This is an optimization exercise on Yosys and OpenROAD, whose aim is small area and few clock cycles per item, not a production implementation. In this exercise RTL edits were held to simulation tests only and were not proved equivalent to the original.

==> flow/design.v (outline; a module is shown in full before it is edited, if it fits) <==
// module joinC: 15 lines
// module OEHB: 26 lines
// module mul_comb: 763 lines
// module fa_cell: 4 lines
// module ha_cell: 4 lines
// module mul_op: 22 lines
module mul_op #(parameter INPUTS = 2,
		parameter OUTPUTS = 1,
		parameter DATA_IN_SIZE = 32,
		parameter DATA_OUT_SIZE = 32)
		(
		input clk,
		input rst,
		input [INPUTS * (DATA_IN_SIZE)- 1 : 0]data_in_bus,
		input [INPUTS - 1 : 0]valid_in_bus,
		output [INPUTS - 1 : 0] ready_in_bus,
		output [OUTPUTS * (DATA_OUT_SIZE) - 1 : 0]data_out_bus,
		output [OUTPUTS - 1 : 0]valid_out_bus,
		input 	[OUTPUTS - 1 : 0] ready_out_bus
);
  // ...
==> flow/flow/run.sh <==
#!/bin/bash
# The standard layout (standard.sh) with two changes to how it is made:
#  - ABC's area script for the synthesis's technology mapping is flow/abc_area.script
#    (run from a copy of ORFS's scripts folder that differs only in that file);
#  - the port buffers are made from the smallest buffer cell, buf_1.
# The synthesis is otherwise the standard one (synth_recipe.tcl), so the registers
# and their names are the standard synthesis's.
set -euo pipefail
cd "$(dirname "$0")/.."
W=$PWD
rm -rf "$W/scripts_abc"
cp -r "$FLOW_HOME/scripts" "$W/scripts_abc"
cp "$W/flow/abc_area.script" "$W/scripts_abc/abc_area.script"
diff -r "$FLOW_HOME/scripts" "$W/scripts_abc" > scripts_diff.log 2>&1 || true
bash standard.sh "SCRIPTS_DIR=$W/scripts_abc" 'BUFFER_PORTS_ARGS=-buffer_cell sky130_fd_sc_hd__buf_1' finish > standard_sh.log 2>&1 || { tail -50 standard_sh.log; exit 1; }
tail -5 standard_sh.log
ls -l out/final.def
==> flow/flow/abc_area.script <==
strash
dch
map -a
topo
==> flow/standard.sh <==
#!/bin/bash
# synth_recipe.tcl (not shown) runs the flow's synth.tcl, then flattens the netlist and writes it again
# the make line also repeats each setting of config.mk as NAME=value (left out here)
make -C /OpenROAD-flow-scripts/flow DESIGN_CONFIG=/design/flow/config.mk WORK_HOME=/design/flow/orfs CLKGATE_MAP_FILE= SYNTH_SCRIPT=/design/flow/synth_recipe.tcl "${@:-finish}"
==> flow/config.mk <==
export PLATFORM = sky130hd
export DESIGN_NAME = mul_op
export DESIGN_NICKNAME = mul_op
export VERILOG_FILES = /design/flow/design.v
export SDC_FILE = /design/flow/constraint.sdc
export NUM_CORES = 4
export LEC_CHECK = 0
export ABC_AREA = 1
export CAP_MARGIN = 20
export CORE_MARGIN = 2
export CORE_UTILIZATION = 40
export SLEW_MARGIN = 20
export SYNTH_HIERARCHICAL = 1
==> flow/constraint.sdc <==
create_clock -name core_clock -period 8.0 [get_ports {clk}]
set_input_delay 1.6000 -clock core_clock [delete_from_list [all_inputs] [get_ports {clk}]]
set_output_delay 1.6000 -clock core_clock [all_outputs]
set_load 0.01 [all_outputs]
==> impl_metrics.xml, run 1 <==
<?xml version="1.0" encoding="UTF-8"?>
<metrics>
  <group name="placed_design">
    <metric name="placed_cells_incl_taps" unit="">1640</metric>
    <metric name="place.detailed.hpwl" unit="mm">26.6</metric>
    <metric name="dpl_cell_area" unit="um2">12600</metric>
  </group>
  <group name="synthesis">
    <metric name="synth_warnings" unit="">7</metric>
    <metric name="adder_cell_share_of_the_synthesized_area" unit="">0.432</metric>
    <metric name="synth_mux_area_frac" unit="">0</metric>
    <metric name="ys_ff_latch" unit="">33</metric>
    <metric name="async_reset_ff_frac" unit="">0.0303</metric>
    <metric name="post_synth_xor_area_fraction" unit="">0.236</metric>
    <metric name="ys_top_cells_by_area" unit="">fa_1 39%, xor2_1 21%, o22ai_1 14%</metric>
  </group>
  <group name="final_layout">
    <metric name="filler_cell_count" unit="">2589</metric>
    <metric name="postLayoutCellArea" unit="um2">12700</metric>
    <metric name="top_area_cell_class" unit="">multi-input gates</metric>
    <metric name="num-nonclk-buffers" unit="">201</metric>
  </group>
  <group name="grt">
    <metric name="gr-max-usage-layer" unit="">met2</metric>
    <metric name="grtUsageMet1" unit="">0.330</metric>
    <metric name="grt_pass1_wl" unit="mm">54.5</metric>
    <metric name="grt_use_met2" unit="">0.405</metric>
  </group>
  <group name="critical_path">
    <metric name="reg2reg_depth" unit="">1</metric>
    <metric name="cp-end-kind" unit="">flip-flop</metric>
    <metric name="crit_path_max_fanout" unit="">12</metric>
    <metric name="worst_r2r_startpoint" unit="">oehb_buffer.valid_out_bus</metric>
  </group>
  <group name="status">
    <metric name="run_status" unit="">complete, no violations</metric>
  </group>
  <group name="clocking">
    <metric name="clk_latency" unit="ns">0.31</metric>
    <metric name="cts_resized" unit="">0</metric>
    <metric name="cts.clk_slew.worst_paths" unit="ns">0.07</metric>
    <metric name="cts_sinks" unit="">33</metric>
  </group>
  <group name="detailed_routing">
    <metric name="overall_via_count_from_detail_route" unit="">9457</metric>
    <metric name="firstDrtPassIters" unit="">5</metric>
    <metric name="drtAntennaViolNets" unit="">0</metric>
  </group>
  <group name="timing">
    <metric name="timing_max_transition_violations_final" unit="">0</metric>
    <metric name="hold-worst-slack" unit="ns">1.09</metric>
    <metric name="finalSetupTns" unit="ns">0</metric>
  </group>
  <group name="floorplanning">
    <metric name="core_area" unit="um2">27000</metric>
  </group>
</metrics>
Testbench counts, summed over its fixed seeds: cycles 12,008, items 12,000.
==> run 2: changes to the inputs <==
--- a/flow/config.mk
+++ b/flow/config.mk
@@ -9,5 +9,7 @@
 export CAP_MARGIN = 20
 export CORE_MARGIN = 2
 export CORE_UTILIZATION = 40
+export CTS_BUF_LIST = sky130_fd_sc_hd__clkbuf_8
+export GPL_TIMING_DRIVEN = 0
 export SLEW_MARGIN = 20
 export SYNTH_HIERARCHICAL = 1
==> run 2 against run 1 <==
Register-to-register slack improved by 0.10 ns. Global-route usage decreased by 0.38 points. Cell area decreased by 1.8%. Cell count decreased by 4.7%. Still clean. Largest cell class unchanged. Critical path depth increased by 3. Core utilization decreased by 0.85 points. First-iteration DRC count increased by 20%. Highest routed layer unchanged. Die area unchanged. Setup slack got worse by 0.15 ns.
==> impl_metrics.xml, run 2 <==
<?xml version="1.0" encoding="UTF-8"?>
<metrics>
  <group name="status">
    <metric name="run_status" unit="">complete, no violations</metric>
  </group>
  <group name="critical_path">
    <metric name="crit_path_max_fanout" unit="">14</metric>
    <metric name="timing.critical_path.from_type" unit="">input port</metric>
    <metric name="arrival_time_reported_for_the_critical_path_endpoint" unit="ns">7.76</metric>
    <metric name="slowest_delay" unit="ns">0.55</metric>
    <metric name="worstSetupPathType" unit="">in2reg</metric>
    <metric name="timing.critical_path.mode_cell" unit="">fa_1</metric>
    <metric name="rrSetupSlack" unit="ns">6.62</metric>
    <metric name="reg2reg_depth" unit="">2</metric>
    <metric name="cp.required" unit="ns">8.07</metric>
    <metric name="slowest_stage" unit="">fa_1</metric>
    <metric name="cp-end-kind" unit="">flip-flop</metric>
  </group>
  <group name="final_layout">
    <metric name="post_route_cells_drive_above_1_share" unit="">0.0635</metric>
    <metric name="synthToLayoutAreaGrowth" unit="%">13.7</metric>
    <metric name="largest_register_ff_count" unit="">32</metric>
    <metric name="antenna_cells" unit="">0</metric>
    <metric name="final_cell_count_no_fill" unit="">1570</metric>
    <metric name="filler_cell_count" unit="">2543</metric>
    <metric name="final_cell_mix" unit="">269 x xor2_1, 253 x o22ai_1, 214 x fa_1, 92 x buf_1, 88 x clkinv_1</metric>
    <metric name="layout.nets" unit="">1548</metric>
    <metric name="post-route-util" unit="">0.464</metric>
    <metric name="layout.cells.most_common" unit="">xor2_1</metric>
    <metric name="postLayoutCellArea" unit="um2">12500</metric>
  </group>
  <group name="placed_design">
    <metric name="dpl_cell_area" unit="um2">12200</metric>
    <metric name="placer_congestion_estimate" unit="">0.853</metric>
    <metric name="io_buffer_count" unit="">103</metric>
    <metric name="preCtsSetupSlack" unit="ns">-1.87</metric>
    <metric name="place.detailed.hpwl" unit="mm">24.9</metric>
    <metric name="placed_cells_incl_taps" unit="">1559</metric>
  </group>
  <group name="grt">
    <metric name="first_global_vias" unit="">9623</metric>
    <metric name="grt_max_degree" unit="">33</metric>
    <metric name="grt_antenna_before_repair" unit="">0</metric>
    <metric name="grt_pass1_wl" unit="mm">53.8</metric>
    <metric name="track_usage" unit="">0.240</metric>
    <metric name="globalRoute.totalOverflow" unit="">0</metric>
  </group>
  <group name="clocking">
    <metric name="clk_latency" unit="ns">0.33</metric>
    <metric name="ctsLongestPathBuffers" unit="">2</metric>
    <metric name="clock_tree.root_cell" unit="">clkbuf_8</metric>
    <metric name="cts_sinks" unit="">33</metric>
    <metric name="htree_num_levels" unit="">2</metric>
    <metric name="tritoncts.num_buffers" unit="">5</metric>
    <metric name="cts.clk_slew.worst_paths" unit="ns">0.09</metric>
    <metric name="cts_tree" unit="">done</metric>
  </group>
  <group name="detailed_routing">
    <metric name="route.met3.wl" unit="mm">2.45</metric>
    <metric name="initialDrtViolationCount" unit="">871</metric>
    <metric name="topRoutingLayerUsed" unit="">met4</metric>
    <metric name="routedLengthMet1" unit="mm">14.3</metric>
    <metric name="wirelength" unit="mm">33.9</metric>
    <metric name="drtAntennaViolNets" unit="">0</metric>
    <metric name="post-route-drc-count" unit="">0</metric>
    <metric name="firstDrtPassIters" unit="">5</metric>
    <metric name="wl_per_cell" unit="um">21.6</metric>
    <metric name="overall_via_count_from_detail_route" unit="">9374</metric>
    <metric name="drt-vias-per-instance" unit="">5.97</metric>
    <metric name="met2WireLength" unit="mm">16.2</metric>
  </group>
  <group name="timing">
    <metric name="post-route-worst-setup-slack" unit="ns">0.314</metric>
    <metric name="setup_repair_after_global_routing_missed_its_margin" unit="">false</metric>
    <metric name="peak_clock_frequency_supported_by_timing" unit="MHz">130</metric>
    <metric name="timing_hold_violations_final" unit="">0</metric>
    <metric name="setup_viol_count_final" unit="">0</metric>
    <metric name="final.min_clock_period" unit="ns">7.69</metric>
    <metric name="tightest_slew_margin_relative_to_the_limit" unit="">0.442</metric>
    <metric name="layout_worst_path_cycle_share" unit="">0.961</metric>
    <metric name="worst-slew-pin-transition" unit="ns">0.837</metric>
    <metric name="finalSetupTns" unit="ns">0</metric>
    <metric name="timing_max_transition_violations_final" unit="">0</metric>
    <metric name="fin_skew" unit="ns">0.0132</metric>
    <metric name="hold-worst-slack" unit="ns">0.890</metric>
  </group>
  <group name="synthesis">
    <metric name="number_of_enable_type_register_cells_in_the_synthesized_netlist" unit="">32</metric>
    <metric name="synth_area" unit="um2">11000</metric>
    <metric name="synth_cell_types" unit="">19</metric>
    <metric name="ys_top_cells_by_area" unit="">fa_1 39%, xor2_1 21%, o22ai_1 14%</metric>
    <metric name="synth_top_family_by_area" unit="">adder cells</metric>
    <metric name="ys_ff_latch" unit="">33</metric>
    <metric name="async_reset_ff_frac" unit="">0.0303</metric>
    <metric name="synth_top_area_share" unit="">0.389</metric>
    <metric name="synthesis.instances" unit="">1099</metric>
    <metric name="dominantRegCellSynth" unit="">edfxtp_1</metric>
    <metric name="adder_cell_share_of_the_synthesized_area" unit="">0.432</metric>
    <metric name="synthesis.area_per_instance" unit="um2">10.0</metric>
    <metric name="synth_mux_area_frac" unit="">0</metric>
    <metric name="synth.largest_area_cell" unit="">fa_1</metric>
    <metric name="most_instantiated_library_cell_after_synthesis" unit="">xor2_1</metric>
    <metric name="synth_compound_area_frac" unit="">0.167</metric>
    <metric name="synth_fp_nets" unit="">1419</metric>
    <metric name="post_synth_xor_area_fraction" unit="">0.236</metric>
    <metric name="yosys.area_share.simple" unit="">0.0392</metric>
    <metric name="synth_warnings" unit="">7</metric>
    <metric name="seq_area_frac_synth" unit="">0.0896</metric>
    <metric name="top_cells_by_count_synth" unit="">269 x xor2_1, 253 x o22ai_1, 214 x fa_1</metric>
  </group>
  <group name="min_path">
    <metric name="hold_path_class" unit="">reg2reg</metric>
    <metric name="min_delay_path_depth" unit="">2</metric>
  </group>
  <group name="floorplanning">
    <metric name="die_y" unit="um">170</metric>
    <metric name="die_area" unit="um2">28800</metric>
    <metric name="effective_utilization_at_floorplan" unit="">0.408</metric>
    <metric name="fp-row-count" unit="">60</metric>
    <metric name="floorplan_die_width" unit="um">170</metric>
    <metric name="core_area" unit="um2">27000</metric>
    <metric name="ios" unit="">104</metric>
  </group>
  <group name="run">
    <metric name="max_cap_violation_count" unit="">0</metric>
  </group>
</metrics>
## run 2: timing repair
action,CTS,global route
buffers inserted,0,2
pin swaps,0,1
gates cloned,0,1
endpoints found under the hold margin,0,0
setup endpoints to repair,17,7
hold buffers,0,0
gates resized for setup,23,30
## run 2: cells by family after synthesis
logic type / Yosys count
flip-flops: 33
adder cells (fa/ha/maj): 251
AO/OA/AOI/OAI: 300
AND/OR/NAND/NOR: 112
buffers and inverters: 107
XOR/XNOR: 296
## run 2: layer usage
layer	track usage	vias to the layer above
met5	0	-
met1	0.331	4711
met2	0.396	478
met4	0.0762	0
li1	-	4131
met3	0.0312	54
## run 2: modules after synthesis, one instance, submodules excluded, excerpt
module | flip-flops and latches | cells inside
fa_cell | 0 | 1
ha_cell | 0 | 1
mul_comb | 0 | 845
## run 2: final cells by class
class	count	area, um2	area share
inverters	106	460	0.0368
flip-flops and latches	33	986	0.0788
clock inverters	3	41.3	0.00330
repair inverters	1	7.51	0.000600
well taps	341	427	0.0341
multi-input cells	959	9740	0.779
clock buffers	5	68.8	0.00550
plain buffers	1	7.51	0.000600
repair buffers	121	763	0.0610
## run 2: path summary, 6_finish.rpt
path                                      startpoint                         to
max                                  data_in_bus[41]   oehb_buffer.data_reg[30]
min                        oehb_buffer.valid_out_bus  oehb_buffer.valid_out_bus
max reg2reg                oehb_buffer.valid_out_bus   oehb_buffer.data_reg[30]
min reg2reg                oehb_buffer.valid_out_bus  oehb_buffer.valid_out_bus
max in group asynchronous                        rst  oehb_buffer.valid_out_bus
min in group asynchronous                        rst  oehb_buffer.valid_out_bus
## run 2: critical path: cells and delay by family
kind / cells / cell delay (ns)
fa+ha+maj: 7 / 3.13
simple gates: 7 / 1.01
buf+inv: 5 / 0.98
compound gates: 4 / 0.61
xor+xnor: 2 / 0.41
==> run 3: changes to the inputs <==
--- a/flow/config.mk
+++ b/flow/config.mk
@@ -8,8 +8,9 @@
 export ABC_AREA = 1
 export CAP_MARGIN = 20
 export CORE_MARGIN = 2
-export CORE_UTILIZATION = 40
+export CORE_UTILIZATION = 60
 export CTS_BUF_LIST = sky130_fd_sc_hd__clkbuf_8
 export GPL_TIMING_DRIVEN = 0
+export PLACE_DENSITY = 0.75
 export SLEW_MARGIN = 20
 export SYNTH_HIERARCHICAL = 1
==> run 3 against run 2 <==
Critical path type unchanged. Synthesized area did not move. Wire length down 7.9%. Largest cell class unchanged. Core utilization is 22 points higher. Still clean on timing, DRC and antenna.
==> impl_metrics.xml, run 3 <==
<?xml version="1.0" encoding="UTF-8"?>
<metrics>
  <group name="critical_path">
    <metric name="worst_setup_path_startpoint" unit="">data_in_bus[33]</metric>
    <metric name="reg2reg_depth" unit="">2</metric>
    <metric name="cp.required" unit="ns">8.06</metric>
    <metric name="cp-end-kind" unit="">flip-flop</metric>
    <metric name="crit_cells" unit="">27</metric>
    <metric name="worstSetupPathType" unit="">in2reg</metric>
    <metric name="timing.critical_path.max_delay_family" unit="">adder cells</metric>
    <metric name="crit_path_max_fanout" unit="">19</metric>
    <metric name="r2r-end" unit="">oehb_buffer.data_reg[30]</metric>
    <metric name="slowest_stage" unit="">fa_1</metric>
    <metric name="timing.critical_path.mode_cell" unit="">fa_1</metric>
    <metric name="worst_setup_path_endpoint" unit="">oehb_buffer.data_reg[29]</metric>
    <metric name="rrSetupSlack" unit="ns">6.67</metric>
    <metric name="timing.critical_path.from_type" unit="">input port</metric>
    <metric name="slowest_delay" unit="ns">0.55</metric>
    <metric name="critical_path.n_buffers_inverters" unit="">5</metric>
    <metric name="arrival_time_reported_for_the_critical_path_endpoint" unit="ns">7.77</metric>
    <metric name="worst_r2r_startpoint" unit="">oehb_buffer.valid_out_bus</metric>
  </group>
  <group name="clocking">
    <metric name="htree_num_levels" unit="">2</metric>
    <metric name="clock_tree.root_cell" unit="">clkbuf_8</metric>
    <metric name="cts.clk_slew.worst_paths" unit="ns">0.09</metric>
    <metric name="tritoncts.num_buffers" unit="">5</metric>
    <metric name="ctsLongestPathBuffers" unit="">2</metric>
    <metric name="clk_latency" unit="ns">0.32</metric>
    <metric name="cts_hold_buffers" unit="">0</metric>
    <metric name="cts_sinks" unit="">33</metric>
    <metric name="cts_tree" unit="">done</metric>
  </group>
  <group name="final_layout">
    <metric name="layout.cells.most_common" unit="">xor2_1</metric>
    <metric name="layout.nets" unit="">1545</metric>
    <metric name="antenna_cells" unit="">0</metric>
    <metric name="synthToLayoutAreaGrowth" unit="%">11.8</metric>
    <metric name="final_cell_count_no_fill" unit="">1455</metric>
    <metric name="filler_cell_count" unit="">1457</metric>
    <metric name="post-route-util" unit="">0.684</metric>
    <metric name="largest_register_ff_count" unit="">32</metric>
    <metric name="post_route_cells_drive_above_1_share" unit="">0.0612</metric>
    <metric name="final_cell_mix" unit="">269 x xor2_1, 253 x o22ai_1, 214 x fa_1, 92 x buf_1, 90 x clkinv_1</metric>
    <metric name="postLayoutCellArea" unit="um2">12300</metric>
  </group>
  <group name="timing">
    <metric name="timing_max_transition_violations_final" unit="">0</metric>
    <metric name="layout_worst_path_cycle_share" unit="">0.963</metric>
    <metric name="fin_skew" unit="ns">0.00793</metric>
    <metric name="tightest_slew_margin_relative_to_the_limit" unit="">0.461</metric>
    <metric name="peak_clock_frequency_supported_by_timing" unit="MHz">130</metric>
    <metric name="timing_hold_violations_final" unit="">0</metric>
    <metric name="setup_repair_after_global_routing_missed_its_margin" unit="">false</metric>
    <metric name="final.min_clock_period" unit="ns">7.70</metric>
    <metric name="setup_viol_count_final" unit="">0</metric>
    <metric name="post-route-worst-setup-slack" unit="ns">0.297</metric>
    <metric name="worst-slew-pin-transition" unit="ns">0.804</metric>
  </group>
  <group name="detailed_routing">
    <metric name="wirelength" unit="mm">31.2</metric>
    <metric name="post-route-drc-count" unit="">0</metric>
    <metric name="drt-vias-per-instance" unit="">6.53</metric>
    <metric name="drtAntennaViolNets" unit="">0</metric>
    <metric name="wl_per_cell" unit="um">21.4</metric>
    <metric name="overall_via_count_from_detail_route" unit="">9496</metric>
    <metric name="firstDrtPassIters" unit="">5</metric>
    <metric name="initialDrtViolationCount" unit="">1193</metric>
  </group>
  <group name="synthesis">
    <metric name="most_instantiated_library_cell_after_synthesis" unit="">xor2_1</metric>
    <metric name="synth_top_area_share" unit="">0.389</metric>
    <metric name="synth_fp_nets" unit="">1419</metric>
    <metric name="dominantRegCellSynth" unit="">edfxtp_1</metric>
    <metric name="top_cells_by_count_synth" unit="">269 x xor2_1, 253 x o22ai_1, 214 x fa_1</metric>
    <metric name="synthesis.area_per_instance" unit="um2">10.0</metric>
    <metric name="synth_cell_types" unit="">19</metric>
    <metric name="synthesis.instances" unit="">1099</metric>
    <metric name="seq_area_frac_synth" unit="">0.0896</metric>
    <metric name="async_reset_ff_frac" unit="">0.0303</metric>
    <metric name="synth.largest_area_cell" unit="">fa_1</metric>
    <metric name="synth_area" unit="um2">11000</metric>
    <metric name="number_of_enable_type_register_cells_in_the_synthesized_netlist" unit="">32</metric>
    <metric name="ys_top_cells_by_area" unit="">fa_1 39%, xor2_1 21%, o22ai_1 14%</metric>
    <metric name="ys_ff_latch" unit="">33</metric>
    <metric name="synth_warnings" unit="">7</metric>
  </group>
  <group name="grt">
    <metric name="grt_pass1_wl" unit="mm">50.5</metric>
    <metric name="grt_antenna_before_repair" unit="">0</metric>
    <metric name="first_global_vias" unit="">9411</metric>
    <metric name="globalRoute.totalOverflow" unit="">0</metric>
    <metric name="track_usage" unit="">0.328</metric>
    <metric name="grt_max_degree" unit="">33</metric>
  </group>
  <group name="floorplanning">
    <metric name="floorplan_die_width" unit="um">139</metric>
    <metric name="ios" unit="">104</metric>
    <metric name="die_y" unit="um">139</metric>
    <metric name="die_area" unit="um2">19400</metric>
    <metric name="effective_utilization_at_floorplan" unit="">0.612</metric>
    <metric name="fp-row-count" unit="">49</metric>
    <metric name="core_area" unit="um2">18000</metric>
  </group>
  <group name="status">
    <metric name="run_status" unit="">complete, no violations</metric>
  </group>
  <group name="placed_design">
    <metric name="preCtsSetupSlack" unit="ns">-1.66</metric>
    <metric name="placer_congestion_estimate" unit="">0.892</metric>
    <metric name="io_buffer_count" unit="">103</metric>
    <metric name="placed_cells_incl_taps" unit="">1442</metric>
    <metric name="dpl_cell_area" unit="um2">11900</metric>
    <metric name="place.detailed.hpwl" unit="mm">22.6</metric>
  </group>
  <group name="run">
    <metric name="max_cap_violation_count" unit="">0</metric>
  </group>
  <group name="min_path">
    <metric name="hold_path_class" unit="">reg2reg</metric>
  </group>
</metrics>
## run 3: cell types whose count changed in the layout (fill, tap and decap cells not counted), sizes merged
cell	delta
bufinv	+1
clkinv	-1
inv	+3
buf	-3
clkinvlp	-4
o21ai	+1
## run 3: cell type report
| class | count | area [um2] | share of cell area |
|---|---|---|---|
| Clock inverter | 3 | 41.3 | 0.00336 |
| Clock buffer | 5 | 68.8 | 0.00560 |
| Multi-Input combinational cell | 960 | 9770 | 0.794 |
| Timing Repair Buffer | 118 | 658 | 0.0535 |
| Sequential cell | 33 | 986 | 0.0802 |
| Tap cell | 229 | 287 | 0.0233 |
| Inverter | 106 | 479 | 0.0390 |
| Buffer | 1 | 7.51 | 0.000611 |
## run 3: worst reg2reg max path, stage by stage (launching register included)
cell,delay [ns]
dfrtp_1,0.39
nand2_2,0.41
buf_16,0.23
## run 3: worst min-delay path by stage
stage,from,end,slack [ns],depth (start not counted)
floorplan,oehb_buffer.valid_out_bus,oehb_buffer.valid_out_bus,1.20,2
global placement,rst,oehb_buffer.valid_out_bus,1.41,2
detailed placement,oehb_buffer.valid_out_bus,oehb_buffer.valid_out_bus,0.84,2
CTS,oehb_buffer.valid_out_bus,oehb_buffer.valid_out_bus,0.87,2
global route,oehb_buffer.valid_out_bus,oehb_buffer.valid_out_bus,0.96,2
finish,oehb_buffer.valid_out_bus,oehb_buffer.valid_out_bus,0.85,2
## run 3: cells by family (layout without fill, tap and decap cells)
group	count (synthesis)	after routing	share of synthesized area
AND/OR/NAND/NOR	112	112	0.0392
adder cells (fa/ha/maj)	251	251	0.432
AO/OA/AOI/OAI	300	301	0.167
flip-flops	33	33	0.0896
buffers and inverters	107	233	0.0369
XOR/XNOR	296	296	0.236
## run 3: metal layers
metal / GRT usage / routed length (um) / up-vias
met1: 0.450 / 12200 / 4677
met2: 0.532 / 14800 / 592
met3: 0.0623 / 2990 / 96
li1: - / - / 4131
met4: 0.106 / 1150 / 0
met5: 0 / 0 / -
## run 3: through the flow
stage | hold slack (ns) | TNS (ns)
5_1_grt | 0.962 | 0
3_5_place_dp | 0.843 | -16.56
4_1_cts | 0.872 | 0
3_3_place_gp | 1.41 | -59.73
2_1_floorplan | 1.20 | 0
6_report | 0.850 | 0
## run 3: repair_timing
action                                  CTS  global route
gates cloned                              1             0
buffers inserted                          0             4
resized for setup                        27            34
endpoints found under the setup margin   15             8
pin swaps                                 1             3
## run 3: Yosys stat by module (local to each module, per instance), a selection
| module | copies in the design | cells | cell area (um2) |
|---|---|---|---|
| mul_comb | 1 | 845 | 5870 |
| fa_cell | 196 | 1 | 20.0 |
| ha_cell | 14 | 1 | 12.5 |
==> run 4: changes to the inputs <==
==> flow/flow/run.sh (replaced) <==
#!/bin/bash
# The standard layout (standard.sh) with two changes to how it is made:
#  - ABC's area script for the synthesis's technology mapping is flow/abc_area.script
#    (run from a copy of ORFS's scripts folder that differs only in that file);
#  - the port buffers are made from the smallest buffer cell, buf_1;
#  - clock tree synthesis uses clkbuf_8 for its root and tree buffers and adds no dummy loads.
# The synthesis is otherwise the standard one (synth_recipe.tcl), so the registers
# and their names are the standard synthesis's.
set -euo pipefail
cd "$(dirname "$0")/.."
W=$PWD
rm -rf "$W/scripts_abc"
cp -r "$FLOW_HOME/scripts" "$W/scripts_abc"
cp "$W/flow/abc_area.script" "$W/scripts_abc/abc_area.script"
diff -r "$FLOW_HOME/scripts" "$W/scripts_abc" > scripts_diff.log 2>&1 || true
bash standard.sh "SCRIPTS_DIR=$W/scripts_abc" 'BUFFER_PORTS_ARGS=-buffer_cell sky130_fd_sc_hd__buf_1' \
  'CTS_ARGS=-sink_clustering_enable -repair_clock_nets -root_buf sky130_fd_sc_hd__clkbuf_8 -buf_list sky130_fd_sc_hd__clkbuf_8 -dont_use_dummy_load' finish > standard_sh.log 2>&1 || { tail -50 standard_sh.log; exit 1; }
tail -5 standard_sh.log
ls -l out/final.def
--- a/flow/config.mk
+++ b/flow/config.mk
@@ -8,9 +8,8 @@
 export ABC_AREA = 1
 export CAP_MARGIN = 20
 export CORE_MARGIN = 2
-export CORE_UTILIZATION = 60
+export CORE_UTILIZATION = 40
 export CTS_BUF_LIST = sky130_fd_sc_hd__clkbuf_8
 export GPL_TIMING_DRIVEN = 0
-export PLACE_DENSITY = 0.75
 export SLEW_MARGIN = 20
 export SYNTH_HIERARCHICAL = 1
==> run 4 against run 3 <==
Synthesized cell count stayed put. First-iteration DRC count is 28% lower. Worst hold slack better by 0.038 ns. Count of clock-buffer cells in the layout stayed put. Fmax is 0.64% higher. Register-to-register slack worse by 0.05 ns. Cell area is 1.2% higher. Die area is 48% higher. Via count is 2.0% lower. Global-route usage is 8.8 points lower.
==> impl_metrics.xml, run 4 <==
<?xml version="1.0" encoding="UTF-8"?>
<metrics>
  <group name="grt">
    <metric name="grt_max_degree" unit="">33</metric>
    <metric name="first_global_vias" unit="">9602</metric>
    <metric name="grt_pass1_wl" unit="mm">53.6</metric>
    <metric name="globalRoute.totalOverflow" unit="">0</metric>
    <metric name="track_usage" unit="">0.240</metric>
    <metric name="grt_antenna_before_repair" unit="">0</metric>
  </group>
  <group name="critical_path">
    <metric name="crit_path_max_fanout" unit="">29</metric>
    <metric name="worst_r2r_startpoint" unit="">oehb_buffer.valid_out_bus</metric>
    <metric name="timing.critical_path.mode_cell" unit="">fa_1</metric>
    <metric name="reg2reg_depth" unit="">2</metric>
    <metric name="cp.required" unit="ns">8.06</metric>
    <metric name="timing.critical_path.from_type" unit="">input port</metric>
    <metric name="worst_setup_path_endpoint" unit="">oehb_buffer.data_reg[30]</metric>
    <metric name="slowest_stage" unit="">fa_1</metric>
    <metric name="worstSetupPathType" unit="">in2reg</metric>
    <metric name="arrival_time_reported_for_the_critical_path_endpoint" unit="ns">7.71</metric>
    <metric name="slowest_delay" unit="ns">0.42</metric>
    <metric name="rrSetupSlack" unit="ns">6.62</metric>
    <metric name="r2r-end" unit="">oehb_buffer.data_reg[30]</metric>
    <metric name="cp-end-kind" unit="">flip-flop</metric>
    <metric name="worst_setup_path_startpoint" unit="">data_in_bus[33]</metric>
  </group>
  <group name="placed_design">
    <metric name="preCtsSetupSlack" unit="ns">-1.87</metric>
    <metric name="place.detailed.hpwl" unit="mm">24.9</metric>
    <metric name="io_buffer_count" unit="">103</metric>
    <metric name="placer_congestion_estimate" unit="">0.853</metric>
  </group>
  <group name="floorplanning">
    <metric name="effective_utilization_at_floorplan" unit="">0.408</metric>
    <metric name="die_area" unit="um2">28800</metric>
    <metric name="core_area" unit="um2">27000</metric>
    <metric name="fp-row-count" unit="">60</metric>
    <metric name="ios" unit="">104</metric>
    <metric name="floorplan_die_width" unit="um">170</metric>
    <metric name="die_y" unit="um">170</metric>
  </group>
  <group name="synthesis">
    <metric name="dominantRegCellSynth" unit="">edfxtp_1</metric>
    <metric name="seq_area_frac_synth" unit="">0.0896</metric>
    <metric name="ys_top_cells_by_area" unit="">fa_1 39%, xor2_1 21%, o22ai_1 14%</metric>
    <metric name="number_of_enable_type_register_cells_in_the_synthesized_netlist" unit="">32</metric>
    <metric name="most_instantiated_library_cell_after_synthesis" unit="">xor2_1</metric>
    <metric name="synth.largest_area_cell" unit="">fa_1</metric>
    <metric name="synthesis.instances" unit="">1099</metric>
    <metric name="async_reset_ff_frac" unit="">0.0303</metric>
    <metric name="synthesis.area_per_instance" unit="um2">10.0</metric>
    <metric name="ys_ff_latch" unit="">33</metric>
    <metric name="top_cells_by_count_synth" unit="">269 x xor2_1, 253 x o22ai_1, 214 x fa_1</metric>
    <metric name="synth_warnings" unit="">7</metric>
    <metric name="synth_cell_types" unit="">19</metric>
    <metric name="synth_fp_nets" unit="">1419</metric>
    <metric name="synth_area" unit="um2">11000</metric>
    <metric name="synth_top_area_share" unit="">0.389</metric>
  </group>
  <group name="final_layout">
    <metric name="multi_input_comb_area" unit="um2">9740</metric>
    <metric name="post_route_cells_drive_above_1_share" unit="">0.0597</metric>
    <metric name="final_cell_mix" unit="">269 x xor2_1, 253 x o22ai_1, 214 x fa_1, 92 x buf_1, 87 x clkinv_1</metric>
    <metric name="layout.area.seq" unit="um2">986</metric>
    <metric name="filler_cell_count" unit="">2548</metric>
    <metric name="antenna_cells" unit="">0</metric>
    <metric name="layout.cells.most_common" unit="">xor2_1</metric>
    <metric name="largest_register_ff_count" unit="">32</metric>
    <metric name="synthToLayoutAreaGrowth" unit="%">13.1</metric>
    <metric name="layout.nets" unit="">1545</metric>
  </group>
  <group name="clocking">
    <metric name="cts_sinks" unit="">33</metric>
    <metric name="clk_latency" unit="ns">0.33</metric>
    <metric name="clock_tree.root_cell" unit="">clkbuf_8</metric>
    <metric name="cts_tree" unit="">done</metric>
    <metric name="cts.clk_slew.worst_paths" unit="ns">0.09</metric>
    <metric name="tritoncts.num_buffers" unit="">5</metric>
    <metric name="cts_hold_buffers" unit="">0</metric>
    <metric name="htree_num_levels" unit="">2</metric>
    <metric name="cts_setup_buffers" unit="">0</metric>
    <metric name="ctsLongestPathBuffers" unit="">2</metric>
  </group>
  <group name="status">
    <metric name="run_status" unit="">complete, no violations</metric>
  </group>
  <group name="timing">
    <metric name="setup_repair_after_global_routing_missed_its_margin" unit="">false</metric>
    <metric name="worst-slew-pin-transition" unit="ns">0.803</metric>
    <metric name="layout_worst_path_cycle_share" unit="">0.957</metric>
    <metric name="timing_hold_violations_final" unit="">0</metric>
    <metric name="final.min_clock_period" unit="ns">7.65</metric>
    <metric name="timing_max_transition_violations_final" unit="">0</metric>
    <metric name="post-route-worst-setup-slack" unit="ns">0.346</metric>
    <metric name="setup_viol_count_final" unit="">0</metric>
    <metric name="peak_clock_frequency_supported_by_timing" unit="MHz">131</metric>
    <metric name="fin_skew" unit="ns">0.0198</metric>
    <metric name="tightest_slew_margin_relative_to_the_limit" unit="">0.465</metric>
  </group>
  <group name="detailed_routing">
    <metric name="initialDrtViolationCount" unit="">854</metric>
    <metric name="drt-vias-per-instance" unit="">5.95</metric>
    <metric name="post-route-drc-count" unit="">0</metric>
    <metric name="overall_via_count_from_detail_route" unit="">9302</metric>
    <metric name="wl_per_cell" unit="um">21.4</metric>
    <metric name="wirelength" unit="mm">33.5</metric>
    <metric name="firstDrtPassIters" unit="">5</metric>
    <metric name="drtAntennaViolNets" unit="">0</metric>
  </group>
  <group name="min_path">
    <metric name="hold_path_class" unit="">reg2reg</metric>
  </group>
  <group name="run">
    <metric name="max_cap_violation_count" unit="">0</metric>
  </group>
</metrics>
run 4: cell counts after synthesis:
No cell type changed its count.
run 4: per-layer routing:
layer / vias to the layer above / GRT usage / part of all wire
met2: 424 / 0.394 / 0.48
met4: 0 / 0.0758 / 0.027
met1: 4698 / 0.330 / 0.43
li1: 4135 / - / -
met3: 45 / 0.0314 / 0.069
met5: - / 0 / 0
run 4: logic make-up after synthesis:
family	count (synthesis)	synth area share
and+or+nand+nor	112	0.0392
AOI/OAI and AO/OA	300	0.167
xor gates and xnor gates	296	0.236
DFF	33	0.0896
buffers and inverters	107	0.0369
adders and majority gates	251	0.432
run 4: worst min path at each step:
stage	start	end	slack (ns)	depth (start not counted)
final	oehb_buffer.valid_out_bus	oehb_buffer.valid_out_bus	0.89	2
after global routing	oehb_buffer.valid_out_bus	oehb_buffer.valid_out_bus	0.98	2
after CTS	oehb_buffer.valid_out_bus	oehb_buffer.valid_out_bus	0.93	2
after detailed placement	oehb_buffer.valid_out_bus	oehb_buffer.valid_out_bus	0.91	2
after global placement	rst	oehb_buffer.valid_out_bus	1.41	2
after floorplan	oehb_buffer.valid_out_bus	oehb_buffer.valid_out_bus	1.20	2
run 4: cell type report:
type | instances | area share
clock buffers | 5 | 0.00553
inverters | 106 | 0.0370
flip-flops and latches | 33 | 0.0792
plain buffers | 1 | 0.000603
repair buffers | 119 | 0.0601
multi-input cells | 959 | 0.783
well taps | 341 | 0.0343
run 4: Yosys stat by module, one instance, submodules excluded, a selection:
module,area [um2],times used,flip-flops and latches
mul_comb,5870,1,0
ha_cell,12.5,14,0
fa_cell,20.0,196,0
run 4: what timing repair did:
item                                    CTS  global route
endpoints found under the setup margin   17             8
resized for setup                        23            29
pin swaps                                 0             1
run 4: stage by stage:
stage	area (um2)	cells	hold slack (ns)	setup TNS, ns	util
final	12400	1564	0.888	0	0.462
after global routing	12400	1564	0.985	0	0.462
after CTS	12300	1564	0.926	-0.0147	0.458
after detailed placement	12200	1559	0.911	-20.26	0.453
after global placement	11800	1543	1.41	-65.35	0.438
after floorplan	11000	1099	1.20	0	-
run 4: critical path: cells and delay by family:
| family | cells | cell delay [ns] |
|---|---|---|
| and+or+nand+nor | 7 | 0.78 |
| buffers and inverters | 6 | 0.76 |
| AOI/OAI and AO/OA | 8 | 1.25 |
| xor gates and xnor gates | 2 | 0.27 |
| adders and majority gates | 9 | 3.02 |
==> run 5: changes to the inputs <==
--- a/flow/flow/run.sh
+++ b/flow/flow/run.sh
@@ -1,5 +1,5 @@
 #!/bin/bash
-# The standard layout (standard.sh) with two changes to how it is made:
+# The standard layout (standard.sh) with three changes to how it is made:
 #  - ABC's area script for the synthesis's technology mapping is flow/abc_area.script
 #    (run from a copy of ORFS's scripts folder that differs only in that file);
 #  - the port buffers are made from the smallest buffer cell, buf_1;
--- a/flow/config.mk
+++ b/flow/config.mk
@@ -8,8 +8,8 @@
 export ABC_AREA = 1
 export CAP_MARGIN = 20
 export CORE_MARGIN = 2
-export CORE_UTILIZATION = 40
-export CTS_BUF_LIST = sky130_fd_sc_hd__clkbuf_8
+export CORE_UTILIZATION = 75
 export GPL_TIMING_DRIVEN = 0
+export PLACE_DENSITY = 0.85
 export SLEW_MARGIN = 20
 export SYNTH_HIERARCHICAL = 1
==> run 5 against run 4 <==
Wire length is 1.0% lower. Sequential cell count unchanged. Cell count decreased by 9.9%. Fmax down 2.0%. Sequential share of layout area grew 0.16 points. Cell area shrank 2.0%. Critical endpoint unchanged. Highest routed layer unchanged.
==> impl_metrics.xml, run 5 <==
<?xml version="1.0" encoding="UTF-8"?>
<metrics>
  <group name="clocking">
    <metric name="ctsLongestPathBuffers" unit="">2</metric>
    <metric name="clk_latency" unit="ns">0.33</metric>
    <metric name="htree_num_levels" unit="">2</metric>
    <metric name="cts_tree" unit="">done</metric>
    <metric name="clock_tree.root_cell" unit="">clkbuf_8</metric>
    <metric name="cts.clk_slew.worst_paths" unit="ns">0.08</metric>
    <metric name="tritoncts.num_buffers" unit="">5</metric>
    <metric name="cts_sinks" unit="">33</metric>
  </group>
  <group name="min_path">
    <metric name="hold_path_class" unit="">reg2reg</metric>
    <metric name="timing.hold.worst.start" unit="">oehb_buffer.valid_out_bus</metric>
  </group>
  <group name="synthesis">
    <metric name="ys_top_cells_by_area" unit="">fa_1 39%, xor2_1 21%, o22ai_1 14%</metric>
    <metric name="synthesis.area_per_instance" unit="um2">10.0</metric>
    <metric name="seq_area_frac_synth" unit="">0.0896</metric>
    <metric name="synth_warnings" unit="">7</metric>
    <metric name="synth.largest_area_cell" unit="">fa_1</metric>
    <metric name="dominantRegCellSynth" unit="">edfxtp_1</metric>
    <metric name="synthesis.instances" unit="">1099</metric>
    <metric name="ys_ff_latch" unit="">33</metric>
    <metric name="most_instantiated_library_cell_after_synthesis" unit="">xor2_1</metric>
    <metric name="synth_top_area_share" unit="">0.389</metric>
    <metric name="top_cells_by_count_synth" unit="">269 x xor2_1, 253 x o22ai_1, 214 x fa_1</metric>
    <metric name="synth_fp_nets" unit="">1419</metric>
    <metric name="number_of_enable_type_register_cells_in_the_synthesized_netlist" unit="">32</metric>
    <metric name="synth_cell_types" unit="">19</metric>
    <metric name="async_reset_ff_frac" unit="">0.0303</metric>
    <metric name="synth_area" unit="um2">11000</metric>
  </group>
  <group name="detailed_routing">
    <metric name="post-route-drc-count" unit="">0</metric>
    <metric name="wl_per_cell" unit="um">23.5</metric>
    <metric name="initialDrtViolationCount" unit="">1388</metric>
    <metric name="drt-vias-per-instance" unit="">7.20</metric>
    <metric name="overall_via_count_from_detail_route" unit="">10100</metric>
    <metric name="drtAntennaViolNets" unit="">0</metric>
    <metric name="firstDrtPassIters" unit="">8</metric>
    <metric name="wirelength" unit="mm">33.2</metric>
  </group>
  <group name="run">
    <metric name="max_cap_violation_count" unit="">0</metric>
  </group>
  <group name="critical_path">
    <metric name="cp.required" unit="ns">8.07</metric>
    <metric name="worst_setup_path_endpoint" unit="">oehb_buffer.data_reg[30]</metric>
    <metric name="slowest_delay" unit="ns">0.54</metric>
    <metric name="worst_r2r_startpoint" unit="">oehb_buffer.valid_out_bus</metric>
    <metric name="worstSetupPathType" unit="">in2reg</metric>
    <metric name="reg2reg_depth" unit="">2</metric>
    <metric name="critical_path.n_buffers_inverters" unit="">3</metric>
    <metric name="slowest_stage" unit="">fa_1</metric>
    <metric name="timing.critical_path.mode_cell" unit="">fa_1</metric>
    <metric name="worst_setup_path_startpoint" unit="">data_in_bus[41]</metric>
    <metric name="arrival_time_reported_for_the_critical_path_endpoint" unit="ns">7.88</metric>
    <metric name="cp-end-kind" unit="">flip-flop</metric>
    <metric name="crit_path_max_fanout" unit="">25</metric>
    <metric name="timing.critical_path.max_delay_family" unit="">adder cells</metric>
    <metric name="rrSetupSlack" unit="ns">6.62</metric>
    <metric name="timing.critical_path.from_type" unit="">input port</metric>
    <metric name="cp_cell_sequence" unit="">clkbuf_4, clkinv_1, o21ai_0, o21ai_4, buf_6, o22ai_1, xor2_1, fa_1, fa_1, fa_1, fa_1, fa_1, ha_1, a21oi_1, nor2_1, a211oi_1, o21ai_4, nand3_1, nand2_1, fa_1, xor2_1</metric>
    <metric name="crit_cells" unit="">21</metric>
    <metric name="r2r-end" unit="">oehb_buffer.data_reg[28]</metric>
  </group>
  <group name="final_layout">
    <metric name="layout.nets" unit="">1547</metric>
    <metric name="post-route-util" unit="">0.846</metric>
    <metric name="synthToLayoutAreaGrowth" unit="%">10.9</metric>
    <metric name="post_route_cells_drive_above_1_share" unit="">0.0604</metric>
    <metric name="antenna_cells" unit="">0</metric>
    <metric name="layout.cells.most_common" unit="">xor2_1</metric>
    <metric name="filler_cell_count" unit="">821</metric>
    <metric name="final_cell_mix" unit="">268 x xor2_1, 252 x o22ai_1, 214 x fa_1, 92 x clkinv_1, 92 x buf_1</metric>
    <metric name="largest_register_ff_count" unit="">32</metric>
  </group>
  <group name="grt">
    <metric name="grt_pass1_wl" unit="mm">52.1</metric>
    <metric name="first_global_vias" unit="">10200</metric>
    <metric name="grt_max_degree" unit="">33</metric>
    <metric name="track_usage" unit="">0.420</metric>
    <metric name="globalRoute.totalOverflow" unit="">0</metric>
    <metric name="grt_antenna_before_repair" unit="">0</metric>
  </group>
  <group name="floorplanning">
    <metric name="fp-row-count" unit="">44</metric>
    <metric name="effective_utilization_at_floorplan" unit="">0.763</metric>
    <metric name="die_area" unit="um2">15700</metric>
    <metric name="ios" unit="">104</metric>
    <metric name="die_y" unit="um">125</metric>
    <metric name="core_area" unit="um2">14400</metric>
    <metric name="floorplan_die_width" unit="um">125</metric>
  </group>
  <group name="placed_design">
    <metric name="io_buffer_count" unit="">103</metric>
    <metric name="place.detailed.hpwl" unit="mm">22.9</metric>
    <metric name="placer_congestion_estimate" unit="">0.897</metric>
    <metric name="preCtsSetupSlack" unit="ns">-1.72</metric>
  </group>
  <group name="timing">
    <metric name="finalSetupTns" unit="ns">0</metric>
    <metric name="worst-slew-pin-transition" unit="ns">0.962</metric>
    <metric name="post-route-worst-setup-slack" unit="ns">0.189</metric>
    <metric name="timing_max_transition_violations_final" unit="">0</metric>
    <metric name="hold-worst-slack" unit="ns">0.906</metric>
    <metric name="timing_hold_violations_final" unit="">0</metric>
    <metric name="setup_viol_count_final" unit="">0</metric>
    <metric name="layout_worst_path_cycle_share" unit="">0.976</metric>
    <metric name="fin_skew" unit="ns">0.0116</metric>
    <metric name="final.min_clock_period" unit="ns">7.81</metric>
    <metric name="peak_clock_frequency_supported_by_timing" unit="MHz">128</metric>
    <metric name="tightest_slew_margin_relative_to_the_limit" unit="">0.355</metric>
  </group>
  <group name="status">
    <metric name="run_status" unit="">complete, no violations</metric>
  </group>
</metrics>
## run 5: cell counts after synthesis
No cell type changed its count.
## run 5: layout make-up
type	instances	area [um2]	area share
inverters	106	458	0.0375
multi-input cells	960	9780	0.802
clock buffers	5	68.8	0.00564
repair buffers	119	659	0.0541
repair inverters	1	5.00	0.000410
plain buffers	1	7.51	0.000615
well taps	184	230	0.0189
flip-flops and latches	33	986	0.0808
## run 5: stage by stage
stage                     std cells  cell area [um2]
after detailed placement       1398            11900
after global routing           1409            12200
after global placement         1386            11600
after floorplan                1099            11000
final                          1409            12200
after CTS                      1404            12000
## run 5: logic make-up (layout without fill, tap and decap cells)
family,after synthesis,in the layout,synth area share
AND/OR/NAND/NOR,112,112,0.0392
AO/OA/AOI/OAI,300,301,0.167
buffers and inverters,107,232,0.0369
XOR/XNOR,296,296,0.236
flip-flops,33,33,0.0896
adder cells (fa/ha/maj),251,251,0.432
## run 5: timing repair
action,CTS,global route
setup endpoints to repair,16,9
gates cloned,1,1
setup buffers,0,3
gates resized for setup,23,35
hold buffers,0,0
pin swaps,1,3
## run 5: layer usage
layer | vias up | global-route usage | share of wire
li1 | 4127 | - | -
met1 | 4921 | 0.556 | 0.35
met2 | 904 | 0.667 | 0.47
met3 | 190 | 0.0800 | 0.12
met4 | 0 | 0.218 | 0.054
met5 | - | 0 | 0
## run 5: per-module statistics from Yosys (local to each module, per instance), a selection
module | area (um2) | copies in the design
fa_cell | 20.0 | 196
ha_cell | 12.5 | 14
mul_comb | 5870 | 1
## run 5: worst min path at each step
stage	to	cells past startpoint	slack [ns]
after floorplan	oehb_buffer.valid_out_bus	2	1.20
after global placement	oehb_buffer.valid_out_bus	2	1.41
after detailed placement	oehb_buffer.valid_out_bus	2	0.88
after CTS	oehb_buffer.valid_out_bus	2	0.90
after global routing	oehb_buffer.valid_out_bus	2	0.95
final	oehb_buffer.valid_out_bus	2	0.91
## run 5: tightest hold or removal path: stages (launching register included)
cell	delay, ns
dfrtp_1	0.36
nand2_2	0.35
nand2_1	0.16
==> run 6: changes to the inputs <==
==> flow/config.mk (replaced) <==
export PLATFORM = sky130hd
export DESIGN_NAME = mul_op
export DESIGN_NICKNAME = mul_op
export VERILOG_FILES = /design/flow/design.v
export SDC_FILE = /design/flow/constraint.sdc
export NUM_CORES = 4
export LEC_CHECK = 0
export ABC_AREA = 1
export CAP_MARGIN = 10
export CORE_MARGIN = 2
export CORE_UTILIZATION = 60
export GPL_TIMING_DRIVEN = 0
export PLACE_DENSITY = 0.75
export SLEW_MARGIN = 10
export SYNTH_HIERARCHICAL = 1
==> run 6 against run 5 <==
Fmax rose by 1.5%. Critical path depth fell by 1. Worst hold slack got worse by 0.053 ns. Highest routed layer unchanged.
==> impl_metrics.xml, run 6 <==
<?xml version="1.0" encoding="UTF-8"?>
<metrics>
  <group name="detailed_routing">
    <metric name="post-route-drc-count" unit="">0</metric>
    <metric name="drtAntennaViolNets" unit="">0</metric>
    <metric name="wl_per_cell" unit="um">21.4</metric>
    <metric name="overall_via_count_from_detail_route" unit="">9460</metric>
    <metric name="drt-vias-per-instance" unit="">6.51</metric>
    <metric name="firstDrtPassIters" unit="">7</metric>
    <metric name="wirelength" unit="mm">31.1</metric>
    <metric name="initialDrtViolationCount" unit="">1196</metric>
  </group>
  <group name="synthesis">
    <metric name="synth_top_area_share" unit="">0.389</metric>
    <metric name="ys_ff_latch" unit="">33</metric>
    <metric name="top_cells_by_count_synth" unit="">269 x xor2_1, 253 x o22ai_1, 214 x fa_1</metric>
    <metric name="synth_cell_types" unit="">19</metric>
    <metric name="async_reset_ff_frac" unit="">0.0303</metric>
    <metric name="yosys.area_share.simple" unit="">0.0392</metric>
    <metric name="synth_top_family_by_area" unit="">adder cells</metric>
    <metric name="dominantRegCellSynth" unit="">edfxtp_1</metric>
    <metric name="synth.largest_area_cell" unit="">fa_1</metric>
    <metric name="synth_fp_nets" unit="">1419</metric>
    <metric name="post_synth_xor_area_fraction" unit="">0.236</metric>
    <metric name="ys_top_cells_by_area" unit="">fa_1 39%, xor2_1 21%, o22ai_1 14%</metric>
    <metric name="synthesis.instances" unit="">1099</metric>
    <metric name="synthesis.area_per_instance" unit="um2">10.0</metric>
    <metric name="most_instantiated_library_cell_after_synthesis" unit="">xor2_1</metric>
    <metric name="synth_area" unit="um2">11000</metric>
    <metric name="adder_cell_share_of_the_synthesized_area" unit="">0.432</metric>
    <metric name="seq_area_frac_synth" unit="">0.0896</metric>
    <metric name="synth_warnings" unit="">7</metric>
    <metric name="synth_compound_area_frac" unit="">0.167</metric>
    <metric name="synth_mux_area_frac" unit="">0</metric>
    <metric name="number_of_enable_type_register_cells_in_the_synthesized_netlist" unit="">32</metric>
  </group>
  <group name="critical_path">
    <metric name="crit_path_max_fanout" unit="">19</metric>
    <metric name="cp-end-kind" unit="">flip-flop</metric>
    <metric name="timing.critical_path.from_type" unit="">input port</metric>
    <metric name="reg2reg_depth" unit="">2</metric>
    <metric name="cp.required" unit="ns">8.06</metric>
    <metric name="arrival_time_reported_for_the_critical_path_endpoint" unit="ns">7.76</metric>
    <metric name="worstSetupPathType" unit="">in2reg</metric>
  </group>
  <group name="clocking">
    <metric name="cts_hold_buffers" unit="">0</metric>
    <metric name="ctsLongestPathBuffers" unit="">2</metric>
    <metric name="clk_latency" unit="ns">0.32</metric>
    <metric name="cts_tree" unit="">done</metric>
    <metric name="tritoncts.num_buffers" unit="">5</metric>
    <metric name="htree_num_levels" unit="">2</metric>
    <metric name="cts_sinks" unit="">33</metric>
    <metric name="clock_tree.root_cell" unit="">clkbuf_8</metric>
    <metric name="cts.clk_slew.worst_paths" unit="ns">0.08</metric>
  </group>
  <group name="timing">
    <metric name="peak_clock_frequency_supported_by_timing" unit="MHz">130</metric>
    <metric name="tightest_slew_margin_relative_to_the_limit" unit="">0.458</metric>
    <metric name="final.min_clock_period" unit="ns">7.70</metric>
    <metric name="fin_skew" unit="ns">0.0145</metric>
    <metric name="worst-slew-pin-transition" unit="ns">0.812</metric>
    <metric name="timing_max_transition_violations_final" unit="">0</metric>
    <metric name="setup_viol_count_final" unit="">0</metric>
    <metric name="timing_hold_violations_final" unit="">0</metric>
    <metric name="layout_worst_path_cycle_share" unit="">0.962</metric>
    <metric name="post-route-worst-setup-slack" unit="ns">0.304</metric>
  </group>
  <group name="floorplanning">
    <metric name="floorplan_die_width" unit="um">139</metric>
    <metric name="fp-row-count" unit="">49</metric>
    <metric name="die_area" unit="um2">19400</metric>
    <metric name="core_area" unit="um2">18000</metric>
    <metric name="ios" unit="">104</metric>
    <metric name="effective_utilization_at_floorplan" unit="">0.612</metric>
    <metric name="die_y" unit="um">139</metric>
  </group>
  <group name="placed_design">
    <metric name="placed_cells_incl_taps" unit="">1441</metric>
    <metric name="placer_congestion_estimate" unit="">0.892</metric>
    <metric name="io_buffer_count" unit="">103</metric>
    <metric name="preCtsSetupSlack" unit="ns">-1.68</metric>
    <metric name="dpl_cell_area" unit="um2">11900</metric>
    <metric name="place.detailed.hpwl" unit="mm">22.5</metric>
  </group>
  <group name="final_layout">
    <metric name="postLayoutCellArea" unit="um2">12200</metric>
    <metric name="largest_register_ff_count" unit="">32</metric>
    <metric name="synthToLayoutAreaGrowth" unit="%">11.2</metric>
    <metric name="final_cell_mix" unit="">269 x xor2_1, 253 x o22ai_1, 214 x fa_1, 93 x buf_1, 88 x clkinv_1</metric>
    <metric name="layout.nets" unit="">1547</metric>
    <metric name="post_route_cells_drive_above_1_share" unit="">0.0612</metric>
    <metric name="layout.cells.most_common" unit="">xor2_1</metric>
    <metric name="antenna_cells" unit="">0</metric>
    <metric name="final_cell_count_no_fill" unit="">1454</metric>
  </group>
  <group name="run">
    <metric name="max_cap_violation_count" unit="">0</metric>
  </group>
  <group name="grt">
    <metric name="grt_antenna_before_repair" unit="">0</metric>
    <metric name="globalRoute.totalOverflow" unit="">0</metric>
    <metric name="grt_pass1_wl" unit="mm">50.3</metric>
    <metric name="first_global_vias" unit="">9544</metric>
    <metric name="track_usage" unit="">0.325</metric>
    <metric name="grt_max_degree" unit="">33</metric>
  </group>
  <group name="min_path">
    <metric name="min_delay_path_depth" unit="">2</metric>
    <metric name="hold_path_class" unit="">reg2reg</metric>
  </group>
  <group name="status">
    <metric name="run_status" unit="">complete, no violations</metric>
  </group>
</metrics>
## run 6: cell types whose count changed in the layout (fill, tap and decap cells not counted), sizes merged
| cell | change |
|---|---|
| o21ai | -1 |
| buf | +3 |
| clkinvlp | +3 |
| clkdlybuf4s15 | -1 |
| inv | +3 |
| clkinv | -6 |
| bufinv | -1 |
## run 6: final timing paths
check                                           from                   endpoint  slack, ns
max in group asynchronous                        rst  oehb_buffer.valid_out_bus       6.86
max                                  data_in_bus[47]   oehb_buffer.data_reg[30]       0.30
min                        oehb_buffer.valid_out_bus  oehb_buffer.valid_out_bus       0.85
min reg2reg                oehb_buffer.valid_out_bus  oehb_buffer.valid_out_bus       0.85
max reg2reg                oehb_buffer.valid_out_bus   oehb_buffer.data_reg[30]       6.65
min in group asynchronous                        rst  oehb_buffer.valid_out_bus       1.06
## run 6: layout make-up
cell class | instances | area (um2)
buffer | 1 | 7.51
clock buffer | 5 | 68.8
fill | 1446 | 5730
inverter | 106 | 474
multi-input combinational | 959 | 9770
sequential | 33 | 986
tap | 229 | 287
timing repair buffer | 121 | 643
## run 6: repair_timing
item                       4_1_cts  5_1_grt
resized for setup               27       38
buffers inserted                 0        8
setup endpoints to repair       15        8
pin swaps                        0        6
gates cloned                     0        0
## run 6: cells by family after synthesis
group           count (synthesis)
flops                          33
xor+xnor                      296
compound gates                300
buf+inv                       107
fa+ha+maj                     251
simple gates                  112
## run 6: metal layers
metal / vias up / share of wire / track usage
li1: 4128 / - / -
met1: 4690 / 0.40 / 0.450
met2: 564 / 0.48 / 0.531
met3: 78 / 0.084 / 0.0509
met4: 0 / 0.029 / 0.101
met5: - / 0 / 0
## run 6: through the flow
stage / hold WS, ns / util / setup TNS (ns)
finish: 0.852 / 0.681 / 0
global route: 0.948 / 0.681 / -0.0503
CTS: 0.868 / 0.669 / 0
detailed placement: 0.843 / 0.661 / -16.65
global placement: 1.41 / 0.650 / -59.73
floorplan: 1.20 / - / 0
## run 6: modules after synthesis (local to each module, per instance), excerpt
module,cells,flip-flops and latches,cell area (um2),copies in the design
mul_comb,845,0,5870,1
fa_cell,1,0,20.0,196
ha_cell,1,0,12.5,14
## run 6: critical path: stages
cell      delay [ns]
buf_2           0.50
clkinv_1        0.37
o21ai_0         0.39
o21ai_4         0.25
o22ai_1         0.29
xor2_1          0.24
fa_1            0.46
fa_1            0.46
fa_1            0.46
fa_1            0.44
fa_1            0.48
ha_1            0.34
a21oi_1         0.22
nor2_1          0.06
a211oi_1        0.34
o21ai_4         0.13
nand3_1         0.09
nand2_1         0.07
fa_1            0.39
xor2_1          0.17
==> run 7: changes to the inputs <==
--- a/flow/config.mk
+++ b/flow/config.mk
@@ -6,10 +6,10 @@
 export NUM_CORES = 4
 export LEC_CHECK = 0
 export ABC_AREA = 1
-export CAP_MARGIN = 10
+export CAP_MARGIN = 0
 export CORE_MARGIN = 2
 export CORE_UTILIZATION = 60
 export GPL_TIMING_DRIVEN = 0
 export PLACE_DENSITY = 0.75
-export SLEW_MARGIN = 10
+export SLEW_MARGIN = 0
 export SYNTH_HIERARCHICAL = 1
==> run 7 against run 6 <==
Non-clock buffer count is 2 lower. Count of clock-buffer cells in the layout unchanged. Synthesized cell count unchanged. Global-route usage about the same. Setup slack improved by 0.018 ns. Sequential cell count did not move.
==> impl_metrics.xml, run 7 <==
<?xml version="1.0" encoding="UTF-8"?>
<metrics>
  <group name="critical_path">
    <metric name="arrival_time_reported_for_the_critical_path_endpoint" unit="ns">7.73</metric>
    <metric name="worst_r2r_startpoint" unit="">oehb_buffer.valid_out_bus</metric>
    <metric name="crit_path_max_fanout" unit="">17</metric>
    <metric name="cp.required" unit="ns">8.06</metric>
  </group>
  <group name="clocking">
    <metric name="cts.clk_slew.worst_paths" unit="ns">0.08</metric>
    <metric name="cts_sinks" unit="">33</metric>
    <metric name="cts_hold_buffers" unit="">0</metric>
    <metric name="tritoncts.num_buffers" unit="">5</metric>
    <metric name="clock_tree.root_cell" unit="">clkbuf_8</metric>
    <metric name="cts_tree" unit="">done</metric>
    <metric name="htree_num_levels" unit="">2</metric>
  </group>
  <group name="synthesis">
    <metric name="async_reset_ff_frac" unit="">0.0303</metric>
    <metric name="number_of_enable_type_register_cells_in_the_synthesized_netlist" unit="">32</metric>
    <metric name="ys_ff_latch" unit="">33</metric>
    <metric name="dominantRegCellSynth" unit="">edfxtp_1</metric>
    <metric name="synth.largest_area_cell" unit="">fa_1</metric>
    <metric name="top_cells_by_count_synth" unit="">269 x xor2_1, 253 x o22ai_1, 214 x fa_1</metric>
  </group>
  <group name="detailed_routing">
    <metric name="drt-vias-per-instance" unit="">6.51</metric>
    <metric name="drtAntennaViolNets" unit="">0</metric>
    <metric name="wl_per_cell" unit="um">21.6</metric>
    <metric name="initialDrtViolationCount" unit="">1300</metric>
    <metric name="wirelength" unit="mm">31.5</metric>
  </group>
  <group name="final_layout">
    <metric name="post-route-util" unit="">0.681</metric>
    <metric name="filler_cell_count" unit="">1485</metric>
    <metric name="largest_register_ff_count" unit="">32</metric>
    <metric name="layout.nets" unit="">1549</metric>
    <metric name="final_cell_mix" unit="">269 x xor2_1, 253 x o22ai_1, 214 x fa_1, 92 x buf_1, 87 x clkinv_1</metric>
    <metric name="post_route_cells_drive_above_1_share" unit="">0.0628</metric>
    <metric name="synthToLayoutAreaGrowth" unit="%">11.3</metric>
  </group>
  <group name="floorplanning">
    <metric name="fp-row-count" unit="">49</metric>
    <metric name="floorplan_die_width" unit="um">139</metric>
    <metric name="die_area" unit="um2">19400</metric>
    <metric name="die_y" unit="um">139</metric>
    <metric name="core_area" unit="um2">18000</metric>
    <metric name="effective_utilization_at_floorplan" unit="">0.612</metric>
  </group>
  <group name="timing">
    <metric name="finalSetupTns" unit="ns">0</metric>
    <metric name="peak_clock_frequency_supported_by_timing" unit="MHz">130</metric>
    <metric name="final.min_clock_period" unit="ns">7.68</metric>
    <metric name="timing_max_transition_violations_final" unit="">0</metric>
    <metric name="tightest_slew_margin_relative_to_the_limit" unit="">0.386</metric>
    <metric name="layout_worst_path_cycle_share" unit="">0.960</metric>
    <metric name="fin_skew" unit="ns">0.0171</metric>
  </group>
  <group name="placed_design">
    <metric name="io_buffer_count" unit="">103</metric>
  </group>
  <group name="grt">
    <metric name="track_usage" unit="">0.325</metric>
    <metric name="grtUsageMet3" unit="">0.0609</metric>
    <metric name="grt_use_met2" unit="">0.520</metric>
    <metric name="grt_antenna_before_repair" unit="">0</metric>
    <metric name="first_global_vias" unit="">9509</metric>
  </group>
  <group name="status">
    <metric name="run_status" unit="">complete, no violations</metric>
  </group>
</metrics>
==> run 7: routing by layer <==
layer | vias up | part of all wire
li1 | 4141 | -
met1 | 4629 | 0.39
met2 | 600 | 0.47
met3 | 105 | 0.098
met4 | 0 | 0.041
met5 | - | 0
==> run 7: modules after synthesis, one instance, submodules excluded, excerpt <==
module,times used,flip-flops and latches
fa_cell,196,0
ha_cell,14,0
mul_comb,1,0
==> run 7: worst max-delay path by stage <==
stage	startpoint	cells after the start	slack [ns]	endpoint
finish	data_in_bus[49]	20	0.32	oehb_buffer.data_reg[30]
global placement	data_in_bus[35]	24	-3.83	oehb_buffer.data_reg[29]
floorplan	data_in_bus[35]	23	0.05	oehb_buffer.data_reg[29]
global route	data_in_bus[33]	27	-0.01	oehb_buffer.data_reg[29]
detailed placement	data_in_bus[33]	25	-1.93	oehb_buffer.data_reg[29]
CTS	data_in_bus[35]	25	0.02	oehb_buffer.data_reg[29]
==> run 7: critical path: stages <==
cell and delay (ns):
buf_2 0.44, clkinv_1 0.33, o21ai_1 0.60, buf_6 0.25, o22ai_1 0.10, xor2_1 0.18
fa_1 0.52, fa_1 0.45, fa_1 0.43, fa_1 0.55, fa_1 0.44, ha_1 0.33
a21oi_1 0.22, nor2_1 0.06, a211oi_1 0.34, o21ai_4 0.14, nand3_1 0.09, nand2_1 0.07
fa_1 0.39, xor2_1 0.17
==> run 7: final cells by class <==
class	count	area, um2	area share
timing repair inverter	3	17.5	0.00143
buffer	1	7.51	0.000613
timing repair buffer	119	618	0.0505
sequential	33	986	0.0805
tap	229	287	0.0234
clock buffer	5	68.8	0.00562
inverter	106	488	0.0399
multi-input combinational	960	9770	0.798
==> run 7: through the flow <==
stage	hold WS (ns)	area (um2)	instances	setup WS (ns)
after floorplan	1.20	11000	1099	0.0462
after global placement	1.41	11700	1431	-3.83
after detailed placement	1.13	11800	1438	-1.93
after CTS	1.06	12000	1443	0.0170
after global routing	1.06	12200	1456	-0.0108
final	1.06	12200	1456	0.322
==> run 7: kinds of logic after synthesis <==
kind of cell,after synthesis,share of synthesized area
AO/OA/AOI/OAI,300,0.167
XOR/XNOR,296,0.236
adder cells (fa/ha/maj),251,0.432
AND/OR/NAND/NOR,112,0.0392
buffers and inverters,107,0.0369
flip-flops,33,0.0896
==> run 7: timing repair <==
item / CTS / global route
gates cloned: 0 / 4
buffers inserted: 0 / 9
pin swaps: 0 / 4
endpoints found under the setup margin: 15 / 9
gates resized for setup: 37 / 51

[separate check: timing with driven ports]
In the flow no input, the clock included, has a driving cell. The finished layouts below were timed again as built, in two steps.
Step 1: set_driving_cell puts a clkbuf_16 on clk and a buf_2 on each other input, an assumption about the parent block.
Step 2 moves the port delays by t, midway between the first and last clock arrival at a register: inputs arrive t later, outputs are due t later. That takes back most of the time a late clock gives input paths.
Slacks: ideal ports / drivers / drivers and shift; pairs: ideal ports / drivers.
run	t (ns)	slack for setup (ns)	hold WS [ns]	slew at the worst register clock pin (ns)
run 1	0.351	0.459 / 0.485 / 0.134	1.090 / 1.061 / 1.136	0.07 / 0.07
run 2	0.374	0.314 / 0.343 / -0.032	0.890 / 0.890 / 0.890	0.10 / 0.10
run 3	0.367	0.297 / 0.302 / -0.065	0.850 / 0.850 / 0.850	0.10 / 0.10
run 4	0.370	0.346 / 0.371 / 0.000	0.888 / 0.888 / 0.888	0.10 / 0.10
run 5	0.364	0.189 / 0.199 / -0.165	0.906 / 0.906 / 0.906	0.09 / 0.09
run 6	0.363	0.304 / 0.322 / -0.042	0.852 / 0.852 / 0.852	0.09 / 0.09
run 7	0.363	0.322 / 0.343 / -0.020	1.065 / 1.039 / 1.107	0.10 / 0.10
With both steps, setup timing fails in 5 of these runs, where it was met with ideal ports. The setup slack of run 3, which loses most, moves by +0.005 ns with the drivers and by -0.362 ns with both steps.
